What follows belongs to an exercise in optimizing a design on an open flow for small area; a production flow would make more cautious choices. RTL that was checked went through simulation tests only; none was proved equivalent to the original. No activity file was given, so power comes from the tool's default toggle rates.

==> flow/design.v (excerpt) <==
module ahb_usb #(
) (
    input clk, n_rst,
    input logic hsel,
    input logic [3:0] haddr,
    input logic [2:0] hsize,
    input logic [1:0] htrans,
    input logic hwrite,
    input logic [2:0] hburst,
    input logic [31:0] hwdata,
    output logic hready,
    output logic [31:0] hrdata,
    output logic hresp,
    input logic dp_in,
    input logic dm_in,
    output logic dp_out,
    output logic dm_out,
    output logic d_mode
);
==> flow/config.mk <==
export PLATFORM = sky130hd
export DESIGN_NAME = ahb_usb
export DESIGN_NICKNAME = ahb_usb
export VERILOG_FILES = /design/flow/design.v
export SDC_FILE = /design/flow/constraint.sdc
export NUM_CORES = 4
export LEC_CHECK = 0
export CAP_MARGIN = 20
export CORE_MARGIN = 2
export CORE_UTILIZATION = 60
export CTS_BUF_LIST = sky130_fd_sc_hd__clkbuf_8
export CTS_CLUSTER_DIAMETER = 50
export CTS_CLUSTER_SIZE = 20
export SLEW_MARGIN = 20
==> flow/constraint.sdc <==
create_clock -name core_clock -period 10.0 [get_ports {clk}]
set_input_delay 2.0000 -clock core_clock [delete_from_list [all_inputs] [get_ports {clk}]]
set_output_delay 2.0000 -clock core_clock [all_outputs]
set_load 0.01 [all_outputs]
run.sh (not shown) runs the stock make flow with config.mk's settings and CLKGATE_MAP_FILE= SYNTH_SCRIPT=/design/flow/synth_recipe.tcl, a recipe that flattens the netlist after the stock synthesis.
Then changed:
CTS_BUF_LIST = sky130_fd_sc_hd__clkbuf_16   (was sky130_fd_sc_hd__clkbuf_8)
CTS_CLUSTER_DIAMETER = 60   (was 50)
CTS_CLUSTER_SIZE = 30   (was 20)
What happened:
- routed wire length came out lower by 1.2%
- final area falls by 0.66%
- area after synthesis does not change
No run of this note included a check of the RTL's function; only the layout flow was run.

---

ahb_usb, a different RTL version from the one above (not shown whole).
Size in the first run: ~3300 cells after synthesis, ~700 flip-flops, about 30000 sq um of cells after synthesis.
clock: 10.0 ns
lec_check: 0
cap_margin: 20
core_margin: 2
core_utilization: 80
slew_margin: 20
synth_hierarchical: 1
standard.sh (not shown) runs the stock make flow with config.mk's settings and CLKGATE_MAP_FILE= SYNTH_SCRIPT=/design/flow/synth_recipe.tcl, a recipe that flattens the netlist after the stock synthesis.
==> flow/flow/run.sh <==
#!/bin/bash
# Standard ORFS layout (the standard.sh, standard synthesis unchanged) with
# two layout-only knobs:
#  - buffer the ports with the smallest buffer
#  - clock tree from clkbuf_16 with larger sink clusters and no dummy loads
set -euo pipefail
export BUFFER_PORTS_ARGS="-buffer_cell sky130_fd_sc_hd__buf_1"
export CTS_ARGS="-sink_clustering_enable -repair_clock_nets -sink_clustering_size 36 -sink_clustering_max_diameter 70 -buf_list sky130_fd_sc_hd__clkbuf_16 -dont_use_dummy_load"
bash standard.sh > standard.log 2>&1
Change:
==> flow/flow/run.sh (replaced) <==
#!/bin/bash
# Standard ORFS layout (the standard.sh, standard synthesis unchanged) with
# two layout-only knobs:
#  - buffer the ports with the smallest buffer
#  - clock tree: clkbuf_8 drives the sink clusters, clkbuf_16 above them,
#    no dummy loads
set -euo pipefail
export BUFFER_PORTS_ARGS="-buffer_cell sky130_fd_sc_hd__buf_1"
export CTS_ARGS="-sink_clustering_enable -repair_clock_nets -sink_clustering_size 17 -sink_clustering_max_diameter 45 -buf_list {sky130_fd_sc_hd__clkbuf_8 sky130_fd_sc_hd__clkbuf_16} -sink_clustering_buffer sky130_fd_sc_hd__clkbuf_8 -root_buf sky130_fd_sc_hd__clkbuf_16 -dont_use_dummy_load"
bash standard.sh > standard.log 2>&1
CORE_UTILIZATION = 70   (was 80)
What happened:
- cell count grows by a few percent
- area after synthesis stays the same
- core utilization is lower by 10 points
- combinational power went down by a few percent
- global-route usage went down by 7.4 points
- sequential cell count stays the same
- worst hold slack is worse by 0.012 ns
- maximum frequency rises by a few percent
Change:
==> flow/flow/run.sh (replaced) <==
#!/bin/bash
# Standard ORFS layout (the standard.sh, standard synthesis unchanged) with
# two layout-only knobs:
#  - buffer the ports with the smallest buffer
#  - clock tree: clkbuf_8 drives the sink clusters, clkbuf_16 above them,
#    no dummy loads
set -euo pipefail
export BUFFER_PORTS_ARGS="-buffer_cell sky130_fd_sc_hd__buf_1"
export CTS_ARGS="-sink_clustering_enable -repair_clock_nets -sink_clustering_size 18 -sink_clustering_max_diameter 50 -buf_list {sky130_fd_sc_hd__clkbuf_8 sky130_fd_sc_hd__clkbuf_16} -sink_clustering_buffer sky130_fd_sc_hd__clkbuf_8 -root_buf sky130_fd_sc_hd__clkbuf_16 -dont_use_dummy_load"
bash standard.sh > standard.log 2>&1
CORE_UTILIZATION = 80   (was 70)
Maximum frequency falls by a little under a tenth.
Design area came out lower slightly.
Sequential share of layout area grows by 0.61 points.
Global-route usage is higher by 7.5 points.

---

== v31 ==
ahb_usb, a different RTL version from the one above (not shown whole).
Size in the first run: about 2300 cells after synthesis, roughly 87 I/O pins, ~32000 um2 of cells after synthesis.
Settings: LEC_CHECK=0, CAP_MARGIN=20, CORE_MARGIN=2, CORE_UTILIZATION=60, CTS_BUF_LIST=sky130_fd_sc_hd__clkbuf_16, CTS_CLUSTER_DIAMETER=60, CTS_CLUSTER_SIZE=30, SLEW_MARGIN=20; clock period 10.0 ns.
==> flow/flow/run.sh <==
#!/bin/bash
# Standard ORFS layout (the standard.sh, standard synthesis unchanged) with
# a few layout-only knobs:


#  - buffer the ports with the smallest buffer
#  - clock tree from clkbuf_16 with larger sink clusters and no dummy loads
#  - power recovery (downsizing of cells off the critical paths) after
#    global routing
set -euo pipefail

export RECOVER_POWER=100
export BUFFER_PORTS_ARGS="-buffer_cell sky130_fd_sc_hd__buf_1"
export CTS_ARGS="-sink_clustering_enable -repair_clock_nets -sink_clustering_size 30 -sink_clustering_max_diameter 60 -buf_list sky130_fd_sc_hd__clkbuf_16 -dont_use_dummy_load"
bash standard.sh > standard.log 2>&1
Although v31 finished all stages, its layout failed final checks on capacitance limit, slew limit.
Input changes introduced in v2 (baseline for comparison: v31):
==> flow/run.sh (new file) <==
#!/bin/bash
# synth_recipe.tcl (not shown) runs the flow's synth.tcl, then flattens the netlist and writes it again
# the make line also repeats each setting of config.mk as NAME=value (left out here)
make -C /OpenROAD-flow-scripts/flow DESIGN_CONFIG=/design/flow/config.mk WORK_HOME=/design/flow/orfs CLKGATE_MAP_FILE= SYNTH_SCRIPT=/design/flow/synth_recipe.tcl finish
removed: flow/flow/run.sh
removed: flow/standard.sh
Results
v2 went all the way through synthesis, placement and routing and the layout is clean on timing, DRC and antenna.
A startpoint-to-endpoint class of the critical path of reg -> out is what v31 shows, while in -> out belongs to v2.
Summary of v2 over v31: setup slack now sits higher; first-iteration DRC count now sits higher; shortest period the worst path allows now sits lower.
Input changes introduced in v46 (baseline for comparison: v2):
==> flow/flow/run.sh (new file) <==
#!/bin/bash
# Standard ORFS layout (the standard.sh, standard synthesis unchanged) with
# a few layout-only knobs:
#  - remove the buffers ABC put into the netlist; the resizer re-buffers
#    where timing or slew needs it
#  - buffer the ports with the smallest buffer
#  - clock tree from clkbuf_16 with larger sink clusters and no dummy loads
#  - power recovery (downsizing of cells off the critical paths) after
#    global routing
set -euo pipefail
export REMOVE_ABC_BUFFERS=1
export RECOVER_POWER=100
export BUFFER_PORTS_ARGS="-buffer_cell sky130_fd_sc_hd__buf_1"
export CTS_ARGS="-sink_clustering_enable -repair_clock_nets -sink_clustering_size 30 -sink_clustering_max_diameter 60 -buf_list sky130_fd_sc_hd__clkbuf_16 -dont_use_dummy_load"
bash standard.sh > standard.log 2>&1
==> flow/standard.sh (new file) <==
#!/bin/bash
# synth_recipe.tcl (not shown) runs the flow's synth.tcl, then flattens the netlist and writes it again
# the make line also repeats each setting of config.mk as NAME=value (left out here)
make -C /OpenROAD-flow-scripts/flow DESIGN_CONFIG=/design/flow/config.mk WORK_HOME=/design/flow/orfs CLKGATE_MAP_FILE= SYNTH_SCRIPT=/design/flow/synth_recipe.tcl "${@:-finish}"
removed: flow/run.sh
--- outcome ---
- [flow] v46 | stages: complete | final checks: fail | reason: capacitance limit, slew limit
- Compare v2 and v46 | met3 layer usage reported by global route higher: v46
- Total CTS buffers down 1 in v46 wrt v2
- Going from v2 to v46, number of global-route vias before repair shrank slightly.
- Cell-internal power, v46 vs v2: down by a few percent

-- re-timing with driven ports --
How much do the figures lean on ideal ports? The routed layouts below were timed once more, with nothing changed but the port constraints. Step 1: set_driving_cell puts a clkbuf_16 on clk and a buf_2 on each other input, an assumption about the parent block. Step 2 moves the port delays by t, midway between the first and last clock arrival at a register: inputs arrive t later, outputs are due t later. That takes back most of the time a late clock gives input paths. Three values: no drivers, after step 1, after step 2; two values: the first two.
run	t, ns	setup WS [ns]	worst register clock-pin slew, ns	pins driven straight from the clock port
the first run of note 1	0.734	3.320 / 3.262 / 3.454	0.12 / 0.12	1
the second run of note 1	0.661	3.378 / 3.315 / 3.454	0.11 / 0.11	1
the first run of note 2	0.641	3.555 / 3.555 / 3.555	0.12 / 0.12	1
the second run of note 2	0.616	3.817 / 3.817 / 3.817	0.10 / 0.10	1
the third run of note 2	0.637	3.234 / 3.234 / 3.234	0.11 / 0.11	1
v31	0.643	2.709 / 2.646 / 2.984	0.09 / 0.09	1
v2	0.659	3.415 / 3.385 / 3.385	0.11 / 0.11	1
v46	0.656	2.427 / 2.367 / 3.023	0.11 / 0.11	1
The setup slack of v2, which loses most, moves by -0.030 ns with the drivers and by -0.030 ns with both steps.
